What follows belongs to an exercise in optimizing a design on an open flow for small area, a short achievable clock period and few clock cycles; a production flow would make more cautious choices. Where RTL was checked, it was by simulation tests only, not by an equivalence proof against the original. Power figures rest on the tool's default switching activity, not on a simulated workload.

## run 1
Design top, start of the top module:
module top(clk,
           rst,
           done,
           in_mem_data,
           out_mem_data,
           mux_data,
           en_in_mem,
           in_mem_addr,
           en_out_mem,
           out_mem_addr,
           out_mem_read,
           out_mem_write
           );
For scale: roughly 260 flip-flops, ~110 I/O pins.
export LEC_CHECK = 0
export CAP_MARGIN = 20
export CORE_MARGIN = 2
export CORE_UTILIZATION = 40
export SLEW_MARGIN = 20
create_clock -name core_clock -period 24.0 [get_ports {clk}]
standard.sh (not shown) runs the stock make flow with config.mk's settings and CLKGATE_MAP_FILE= SYNTH_SCRIPT=/design/flow/synth_recipe.tcl, a recipe that flattens the netlist after the stock synthesis.
==> flow/flow/run.sh <==
#!/bin/bash
set -o pipefail
export BUFFER_PORTS_ARGS="-buffer_cell sky130_fd_sc_hd__buf_2"
export CTS_ARGS="-sink_clustering_enable -repair_clock_nets -dont_use_dummy_load -buf_list {sky130_fd_sc_hd__clkbuf_4 sky130_fd_sc_hd__clkbuf_8}"
bash standard.sh > standard.log 2>&1
Run 1 completed; timing, DRC and antenna clean
diff inputs: run 1 => run 2
==> flow/flow/run.sh <==
#!/bin/bash
set -o pipefail
export BUFFER_PORTS_ARGS="-buffer_cell sky130_fd_sc_hd__buf_2"
export CTS_ARGS="-sink_clustering_enable -repair_clock_nets -dont_use_dummy_load -buf_list {sky130_fd_sc_hd__clkbuf_4 sky130_fd_sc_hd__clkbuf_8}"
export SETUP_SLACK_MARGIN=18.6
bash standard.sh > standard.log 2>&1
Findings:
No stage failed in run 2, and the final checks on the layout all came back clean.
Between run 2 and run 1, the difference in worst clock skew is negligible.
Going from run 1 to run 2, post-detailed-route via-to-cell ratio grows by about 1.1%.
Run 2 ended with less final-layout clock-cell area share than run 1.
Total power of run 2 is higher than that of run 1.
Final instance area for run 2 is higher than for run 1.
On power in the clock group, run 1 tracks run 2 almost exactly.
Routed wire in run 2 totals more than in run 1.
Run 2 vs run 1 — clock network power share dropped 2.6 points.
Run 2 vs run 1: fraction of area in registers down in run 2
Inputs modified between run 2 and run 3:
==> flow/flow/run.sh <==
#!/bin/bash
set -o pipefail
export BUFFER_PORTS_ARGS="-buffer_cell sky130_fd_sc_hd__buf_2"
export CTS_ARGS="-sink_clustering_enable -repair_clock_nets -dont_use_dummy_load -buf_list {sky130_fd_sc_hd__clkbuf_4 sky130_fd_sc_hd__clkbuf_8}"
export SETUP_SLACK_MARGIN=17.5
bash standard.sh > standard.log 2>&1
[summary]
Run 3 finished all stages; the layout is clean.
As far as number of non-clock inverters in the layout goes, run 3 and run 2 are indistinguishable; the numbers are identical.
Looking at relative contribution of combinational cells to total power across run 3 and run 2, the one that comes out lower is run 3.
Run 3 and run 2 ended up with roughly the same clock power.
Side by side, sequential share of power turned out higher in run 3 than in run 2.
Cell area sits lower in run 3 than in run 2.
Here is what was changed in the inputs of run 4 compared with run 3.
==> flow/flow/run.sh <==
#!/bin/bash
set -o pipefail
export BUFFER_PORTS_ARGS="-buffer_cell sky130_fd_sc_hd__buf_2"
export CTS_ARGS="-sink_clustering_enable -repair_clock_nets -dont_use_dummy_load -buf_list {sky130_fd_sc_hd__clkbuf_4 sky130_fd_sc_hd__clkbuf_8}"
export SETUP_SLACK_MARGIN=18.2
bash standard.sh > standard.log 2>&1
--- outcome ---
- Going from run 3 to run 4, aggregate routed wire length up 4.4%, minimum clock period fell 0.17 ns, detailed-routing iteration count for the pre-antenna-repair pass +1.
- The flow did not stop early for run 4: all stages ran, and the layout cleared the timing, design-rule and antenna checks.
No functional check of the RTL was part of any run of this note.

top, a different RTL version from the one above (not shown whole).
Size: ~1100 cells after synthesis, roughly 110 I/O pins, roughly 11000 um2 of cells after synthesis.
Settings: LEC_CHECK=0, CAP_MARGIN=20, CORE_MARGIN=2, CORE_UTILIZATION=40, SLEW_MARGIN=20; clock period 24.0 ns.
==> flow/flow/run.sh <==
#!/bin/bash
set -o pipefail
export BUFFER_PORTS_ARGS="-buffer_cell sky130_fd_sc_hd__buf_2"
export CTS_ARGS="-sink_clustering_enable -repair_clock_nets -dont_use_dummy_load -sink_clustering_size 26 -sink_clustering_max_diameter 90 -buf_list {sky130_fd_sc_hd__clkbuf_16}"
export SETUP_SLACK_MARGIN=18.1
bash standard.sh > standard.log 2>&1
Testbench counts at the start, summed over its fixed seeds: cycles 2,560,228.
Rerun with:
==> flow/flow/run.sh (replaced) <==
#!/bin/bash
set -o pipefail
export BUFFER_PORTS_ARGS="-buffer_cell sky130_fd_sc_hd__buf_2"
export CTS_ARGS="-sink_clustering_enable -repair_clock_nets -dont_use_dummy_load -sink_clustering_size 26 -sink_clustering_max_diameter 90 -buf_list {sky130_fd_sc_hd__clkbuf_16}"
bash standard.sh > standard.log 2>&1
- ABC_AREA: not set -> 1
=> Utilization came out lower by 0.63 points. Wire length came out lower slightly. Clock skew came out higher by 7.2 ps. Die area came out higher slightly. Critical path depth stays the same. Sequential power came out lower slightly.
Rerun with:
- ABC_AREA: 1 -> not set
=>
- The new run completed with no timing, DRC or antenna violations
- first-iteration DRC count is lower by 26%
- die area falls by about 1.4%
- synthesized cell count decreases by 15%
- clock-buffer cell count is unchanged
- worst hold slack gets worse by 5.2 ps
- clock power stays flat
- setup slack gets better by 43 ps
- sequential power goes up by about 2%
- global-route usage goes down by 0.24 points
Rerun with:
- PLACE_DENSITY: not set -> 0.85
Result: Global-route usage is higher by 0.39 points. First-iteration DRC count came out higher by 43%. Non-clock buffer count stays the same. Routed wire length goes up by 4.1%.
Rerun with:
- ABC_CLOCK_PERIOD_IN_PS: not set -> 6000
- PLACE_DENSITY: 0.85 -> not set
The changed run completed without violations.
Via count decreases by 4.9%.
Worst setup slack gets better by 26 ps.
Cell count stays flat.
Cell area barely changes.
Core utilization hardly moves.

The RTL this note starts from:
==> flow/design.v <==
module grayscale(
  input  [23:0] d,
  output [7:0]  q
  );
wire [11:0] r  = {4'b0000, d[7:0]};
wire [11:0] g  = {4'b0000, d[15:8]};
wire [11:0] b  = {4'b0000, d[23:16]};
wire [11:0] t0 = r;
wire [11:0] t1 = r << 2;
wire [11:0] t2 = g;
wire [11:0] t3 = g << 3;
wire [11:0] t4 = b << 1;
wire [11:0] s1 = t0 ^ t1 ^ t2;
wire [11:0] c1 = ((t0 & t1) | (t0 & t2) | (t1 & t2)) << 1;
wire [11:0] s2 = s1 ^ c1 ^ t3;
wire [11:0] c2 = ((s1 & c1) | (s1 & t3) | (c1 & t3)) << 1;
wire [11:0] s3 = s2 ^ c2 ^ t4;
wire [11:0] c3 = ((s2 & c2) | (s2 & t4) | (c2 & t4)) << 1;
wire [11:0] total = s3 + c3;
assign q = total[11:4];
endmodule
module sat_add(
  input  [7:0] a,
  input  [7:0] m,
  input        neg,
  output [7:0] q
  );
wire [8:0] r = {1'b0, a} + {1'b0, m ^ {8{neg}}} + {8'b0, neg};
wire       ovf = r[8] ^ neg;
assign q = ovf ? {8{~neg}} : r[7:0];
endmodule
module err_dif(
  input  [7:0] a,
  input  [6:0] c7,
  input  [6:0] ep,
  input        sp,
  input        m3,
  output [7:0] v,
  output       s,
  output [6:0] e
  );
wire [8:0] ep3 = {2'b00, ep} + {1'b0, ep, 1'b0};
wire [4:0] d3  = m3 ? ep3[8:4] : 5'd0;
wire [7:0] t;
sat_add u_t(.a(a), .m({3'b000, d3}), .neg(sp), .q(t));
sat_add u_v(.a(t), .m({2'b00, c7[5:0]}), .neg(c7[6]), .q(v));
assign s  = v[7];
assign e  = v[6:0] ^ {7{v[7]}};
endmodule
module controller #(
  parameter W  = 800,
  parameter H  = 600,
  parameter K  = 4,
  parameter AW = 19
  ) (
  input               clk,
  input               rst,
  output reg [AW-1:0] oa,
  output reg [AW-1:0] ia,
  output reg          rd,
  output reg          wr,
  output reg          en_o,
  output reg          done,
  output reg          a_sel,     
  output reg          idle,      
  output reg          lane_k,    
  output reg          x_last,    
  output reg          x_nlast    
  );
function integer lg2;
  input integer n;
  integer i;
  begin
    lg2 = 0;
    for (i = n - 1; i > 0; i = i >> 1)
      lg2 = lg2 + 1;
  end
endfunction
localparam integer CW  = lg2(K + 2);
localparam integer XW  = lg2(W);
localparam integer WK1 = W * (K + 1);
localparam [AW-1:0] D_RD   = W * K + K + 2;
localparam [AW-1:0] D_RDW  = W * K + K + 2 - WK1;
localparam [AW-1:0] D_L0   = -1;
localparam [AW-1:0] D_L0W  = WK1 - 1;
localparam [AW-1:0] D_LN   = -W - 1;
localparam [AW-1:0] D_LNW  = WK1 - W - 1;
localparam [AW-1:0] I_L3   = -3 * W - 3;
localparam [AW-1:0] I_L3W  = WK1 - 3 * W - 3;
localparam [AW-1:0] I_L4   = -4 * W - 3;
localparam [AW-1:0] I_L4W  = WK1 - 4 * W - 3;
localparam [AW-1:0] I_L0   = W * (K - 2) + K;
localparam [AW-1:0] I_L0W  = W * (K - 2) + K - WK1;
localparam [AW-1:0] OA0    = W * (H - 1) + W - 3 - K;
localparam [AW-1:0] N_PIX  = W * H;         
localparam [AW-1:0] N_RD   = W * (H - K);   
localparam [AW-1:0] LAST   = W - 1;         
reg [CW-1:0] c;
reg [XW-1:0] x0;
wire         x0_s  = (x0 < 16);
wire [3:0]   x0_l  = x0[3:0];
wire         x0_e  = (x0 == W - 1);
reg [CW-1:0] c_n;
reg [AW-1:0] doa, dia, oa_n;
reg [3:0]    dx;
reg          wa, wi, rd_n, wr_n, done_n;
always @(*) begin
  c_n = (c == K + 1) ? {CW{1'b0}} : c + 1'b1;
  if (c == 0) begin
    wa  = x0_s && x0_l < K + 2;
    doa = wa ? D_RDW : D_RD;
  end else begin
    wa  = x0_s && x0_l == c - 1;
    if (c == 1)
      doa = wa ? D_L0W : D_L0;
    else
      doa = wa ? D_LNW : D_LN;
  end
  oa_n = oa + doa;
  dx = x0_l - c;
  if (c_n == 0) begin
    wi  = x0_s && x0_l >= 1 && x0_l <= K;
    dia = wi ? I_L0W : I_L0;
  end else if (c_n == K) begin
    wi  = (x0_s && x0_l < K - 1) || x0_e;
    dia = wi ? I_L0W : I_L0;
  end else if (c_n == K + 1) begin
    wi  = x0_s && x0_l < K;
    dia = wi ? I_L0W : I_L0;
  end else if (c_n == 1) begin
    wi  = x0_s && x0_l < 3;
    dia = wi ? I_L3W : I_L3;
  end else begin
    wi  = x0_s && x0_l >= c && dx <= 2;
    dia = wi ? I_L4W : I_L4;
  end
  done_n = done || (wr && oa == LAST);
  rd_n = (c_n == 1) && (oa_n < N_RD) && !done_n;
  wr_n = (c_n != 1) && (oa_n < N_PIX) && !done_n;
end
always @(posedge clk) begin
  ia      <= oa_n + dia;
  a_sel   <= (c_n == 1) && (oa_n < N_RD);
  idle    <= (c_n == 0);
  lane_k  <= (c_n == K + 1);
  x_last  <= x0_s && x0_l == c;
  x_nlast <= (c == 0) ? x0_e : (x0_s && x0_l == c - 1);
end
always @(posedge clk or posedge rst) begin
  if (rst) begin
    c    <= 0;
    x0   <= W - 1;
    oa   <= OA0;
    rd   <= 1'b0;
    wr   <= 1'b0;
    en_o <= 1'b0;
    done <= 1'b0;
  end else begin
    c    <= c_n;
    if (c == K + 1)
      x0 <= x0_e ? {XW{1'b0}} : x0 + 1'b1;
    oa   <= oa_n;
    rd   <= rd_n;
    wr   <= wr_n;
    en_o <= rd_n || wr_n;
    done <= done_n;
  end
end
endmodule
module sipu_core #(
  parameter W  = 800,
  parameter H  = 600,
  parameter K  = 4,
  parameter AW = 19
  ) (
  input           clk,
  input           rst,
  input  [23:0]   in_mem_data,
  input  [7:0]    out_mem_data,
  output reg [7:0] mux_data,
  output          en_in_mem,
  output [AW-1:0] in_mem_addr,
  output          en_out_mem,
  output [AW-1:0] out_mem_addr,
  output          out_mem_read,
  output          out_mem_write,
  output          done
  );
localparam integer RW = 19;     
wire a_sel, idle, lane_k, x_last, x_nlast;
controller #(.W(W), .H(H), .K(K), .AW(AW)) ctrl(
  .clk(clk), .rst(rst), .oa(out_mem_addr), .ia(in_mem_addr),
  .rd(out_mem_read), .wr(out_mem_write), .en_o(en_out_mem), .done(done),
  .a_sel(a_sel), .idle(idle), .lane_k(lane_k), .x_last(x_last), .x_nlast(x_nlast));
assign en_in_mem = 1'b1;
reg [RW*(K+1)-1:0] ring;
reg [RW:0]         tail;
reg [23:0]         in_q;
reg [7:0]          g1_q;     
reg [6:0]          e_q;      
reg                s_q;      
wire [RW-1:0] head = ring[RW-1:0];
wire [7:0]    a    = head[7:0];
wire [6:0]    c7   = head[18:12];
wire [7:0] v;
wire       s;
wire [6:0] e;
err_dif ed(.a(a), .c7(c7), .ep(e_q), .sp(s_q), .m3(!x_last),
           .v(v), .s(s), .e(e));
wire [9:0] ep5 = {3'b000, e_q} + {1'b0, e_q, 2'b00};
wire [2:0] d1n = x_nlast ? 3'd0 : e_q[6:4];
wire [3:0] d1_nx = ring[2*RW-8:2*RW-11];
wire [7:0] g, g1, a_calc;
grayscale gray(.d(in_q), .q(g));
sat_add u_g1(.a(g), .m({5'b00000, d1_nx[2:0]}), .neg(d1_nx[3]), .q(g1));
sat_add u_g5(.a(g1_q), .m({2'b00, ep5[9:4]}), .neg(s_q), .q(a_calc));
wire [7:0] a_n  = a_sel ? out_mem_data : a_calc;
wire [7:0] c7_n = (x_last || lane_k) ? 8'd0 : {s, e};
wire [3:0] d1_n = {s_q && !x_nlast, d1n};
wire [9:0] t7 = {tail[18:12], 3'b000} - {3'b000, tail[18:12]};
always @(posedge clk) begin
  tail     <= {c7_n, d1_n, a_n};
  ring     <= {tail[19], t7[9:4], tail[11:0], ring[RW*(K+1)-1:RW]};
  in_q     <= in_mem_data;
  g1_q     <= g1;
  e_q      <= idle ? 7'd0 : e;
  s_q      <= s && !idle;
  mux_data <= lane_k ? v : {8{s}};
end
endmodule
module top(clk,
           rst,
           done,
           in_mem_data,
           out_mem_data,
           mux_data,
           en_in_mem,
           in_mem_addr,
           en_out_mem,
           out_mem_addr,
           out_mem_read,
           out_mem_write
           );
  input  clk;
  input  rst;
  input  [23:0]  in_mem_data;
  input  [7:0]   out_mem_data;
  output [7:0]   mux_data;
  output         en_in_mem;
  output [31:0]  in_mem_addr;
  output         en_out_mem;
  output [31:0]  out_mem_addr;
  output         out_mem_read;
  output         out_mem_write;
  output done;
  wire [18:0] in_addr;
  wire [18:0] out_addr;
  assign in_mem_addr  = {13'd0, in_addr};
  assign out_mem_addr = {13'd0, out_addr};
  sipu_core #(.W(800), .H(600), .K(6), .AW(19)) core(
    .clk(clk), .rst(rst),
    .in_mem_data(in_mem_data), .out_mem_data(out_mem_data),
    .mux_data(mux_data),
    .en_in_mem(en_in_mem), .in_mem_addr(in_addr),
    .en_out_mem(en_out_mem), .out_mem_addr(out_addr),
    .out_mem_read(out_mem_read), .out_mem_write(out_mem_write),
    .done(done));
endmodule
==> flow/config.mk <==
export PLATFORM = sky130hd
export DESIGN_NAME = top
export DESIGN_NICKNAME = top
export VERILOG_FILES = /design/flow/design.v
export SDC_FILE = /design/flow/constraint.sdc
export NUM_CORES = 4
export LEC_CHECK = 0
export CAP_MARGIN = 20
export CORE_MARGIN = 2
export CORE_UTILIZATION = 40
export SLEW_MARGIN = 20
==> flow/constraint.sdc <==
create_clock -name core_clock -period 24.0 [get_ports {clk}]
set_input_delay 4.8000 -clock core_clock [delete_from_list [all_inputs] [get_ports {clk}]]
set_output_delay 4.8000 -clock core_clock [all_outputs]
set_load 0.01 [all_outputs]
==> flow/flow/run.sh <==
#!/bin/bash
set -o pipefail
export BUFFER_PORTS_ARGS="-buffer_cell sky130_fd_sc_hd__buf_2"
export CTS_ARGS="-sink_clustering_enable -repair_clock_nets -dont_use_dummy_load -buf_list {sky130_fd_sc_hd__clkbuf_4 sky130_fd_sc_hd__clkbuf_8}"
bash standard.sh > standard.log 2>&1
The starting point finished with timing, DRC and antenna clean.
Testbench counts at the start, summed over its fixed seeds: cycles 2,560,228.
Change:
==> flow/flow/run.sh (replaced) <==
#!/bin/bash
set -o pipefail
export BUFFER_PORTS_ARGS="-buffer_cell sky130_fd_sc_hd__buf_2"
export CTS_ARGS="-sink_clustering_enable -repair_clock_nets -dont_use_dummy_load -sink_clustering_size 26 -sink_clustering_max_diameter 90 -buf_list {sky130_fd_sc_hd__clkbuf_16}"
bash standard.sh > standard.log 2>&1
--- a/flow/config.mk
+++ b/flow/config.mk
@@ -8,4 +8,5 @@
 export CAP_MARGIN = 20
 export CORE_MARGIN = 2
-export CORE_UTILIZATION = 40
+export CORE_UTILIZATION = 65
+export PLACE_DENSITY = 0.75
 export SLEW_MARGIN = 20
Effect: Clock power went down by 27%; power went down by 4.3%; fmax went up by 0.48%; synthesized cell count stays the same; design area went down by 3.6%; via count went down by 1.1%; first-iteration DRC count went down by 25%; setup slack gets better by 0.029 ns.
Change:
==> flow/flow/run.sh (replaced) <==
#!/bin/bash
set -o pipefail
export BUFFER_PORTS_ARGS="-buffer_cell sky130_fd_sc_hd__buf_2"
export CTS_ARGS="-sink_clustering_enable -repair_clock_nets -dont_use_dummy_load -sink_clustering_size 16 -sink_clustering_max_diameter 100 -buf_list {sky130_fd_sc_hd__clkbuf_8 sky130_fd_sc_hd__clkbuf_16}"
bash standard.sh > standard.log 2>&1
--- a/flow/config.mk
+++ b/flow/config.mk
@@ -8,5 +8,4 @@
 export CAP_MARGIN = 20
 export CORE_MARGIN = 2
-export CORE_UTILIZATION = 65
-export PLACE_DENSITY = 0.75
+export CORE_UTILIZATION = 40
 export SLEW_MARGIN = 20
Outcome:
- worst setup slack degrades by 0.0044 ns
- wire length grows by a few percent
- cell area climbs by a few percent
- core utilization drops by 27 points
- critical path depth stays the same
- clock skew climbs by 0.016 ns
Change:
==> flow/flow/run.sh (replaced) <==
#!/bin/bash
set -o pipefail
export BUFFER_PORTS_ARGS="-buffer_cell sky130_fd_sc_hd__buf_2"
export CTS_ARGS="-sink_clustering_enable -repair_clock_nets -dont_use_dummy_load -sink_clustering_size 22 -sink_clustering_max_diameter 80 -buf_list {sky130_fd_sc_hd__clkbuf_16}"
bash standard.sh > standard.log 2>&1
Worst setup slack degrades by 0.0075 ns. Total power came out lower by a few percent. Sequential power hardly moves. Sequential cell count is unchanged.

[static timing again, ports no longer ideal]
The flow's constraints put no driver on any port. The routed layouts listed below were extracted and timed again, unchanged, in two steps.
Step 1 sets driving cells, clkbuf_16 on the clock port and buf_2 on the other inputs (assumed; they add their load-dependent delay and slew).
Step 2 adds t to the input delays and takes it off the output delays; t is the mean of the earliest and latest rising clock arrival at the registers after step 1. Input paths then give back, and output paths get back, about the clock's delay inside the block.
Slacks: ideal / step 1 / step 2; pairs: ideal / step 1.
run	t, ns	setup WS [ns]	worst hold slack (ns)	worst setup path after step 2	latest minus earliest clock arrival (ns)
run 1	0.571	17.793 / 17.750 / 17.903	0.249 / 0.249 / 0.249	register to register	0.080 / 0.080
run 2	0.545	17.984 / 17.940 / 18.476	0.252 / 0.252 / 0.252	input, reset recovery	0.077 / 0.077
run 3	0.574	17.791 / 17.747 / 17.991	0.250 / 0.250 / 0.250	register to register	0.080 / 0.080
run 4	0.575	17.962 / 17.919 / 18.399	0.250 / 0.250 / 0.250	register to register	0.081 / 0.080
the first run of note 2	0.514	18.025 / 17.979 / 18.494	0.303 / 0.303 / 0.303	register to output	0.059 / 0.059
the second run of note 2	0.516	17.944 / 17.896 / 18.413	0.306 / 0.306 / 0.306	register to output	0.041 / 0.041
the third run of note 2	0.515	17.987 / 17.941 / 18.092	0.300 / 0.300 / 0.300	register to register	0.062 / 0.062
the fourth run of note 2	0.502	17.961 / 17.938 / 17.961	0.320 / 0.320 / 0.320	register to register	0.059 / 0.059
the fifth run of note 2	0.515	17.987 / 17.941 / 18.092	0.300 / 0.300 / 0.300	register to register	0.062 / 0.062
the first run of note 3	0.552	17.886 / 17.843 / 18.045	0.297 / 0.297 / 0.297	register to register	0.046 / 0.046
the second run of note 3	0.512	17.915 / 17.870 / 18.152	0.323 / 0.323 / 0.323	register to register	0.024 / 0.024
the third run of note 3	0.532	17.911 / 17.864 / 18.065	0.301 / 0.301 / 0.301	register to register	0.045 / 0.045
the fourth run of note 3	0.516	17.903 / 17.856 / 18.046	0.305 / 0.305 / 0.305	register to register	0.040 / 0.039
After both steps every run listed still meets setup and hold. The worst setup slack also covers recovery checks on asynchronous resets.
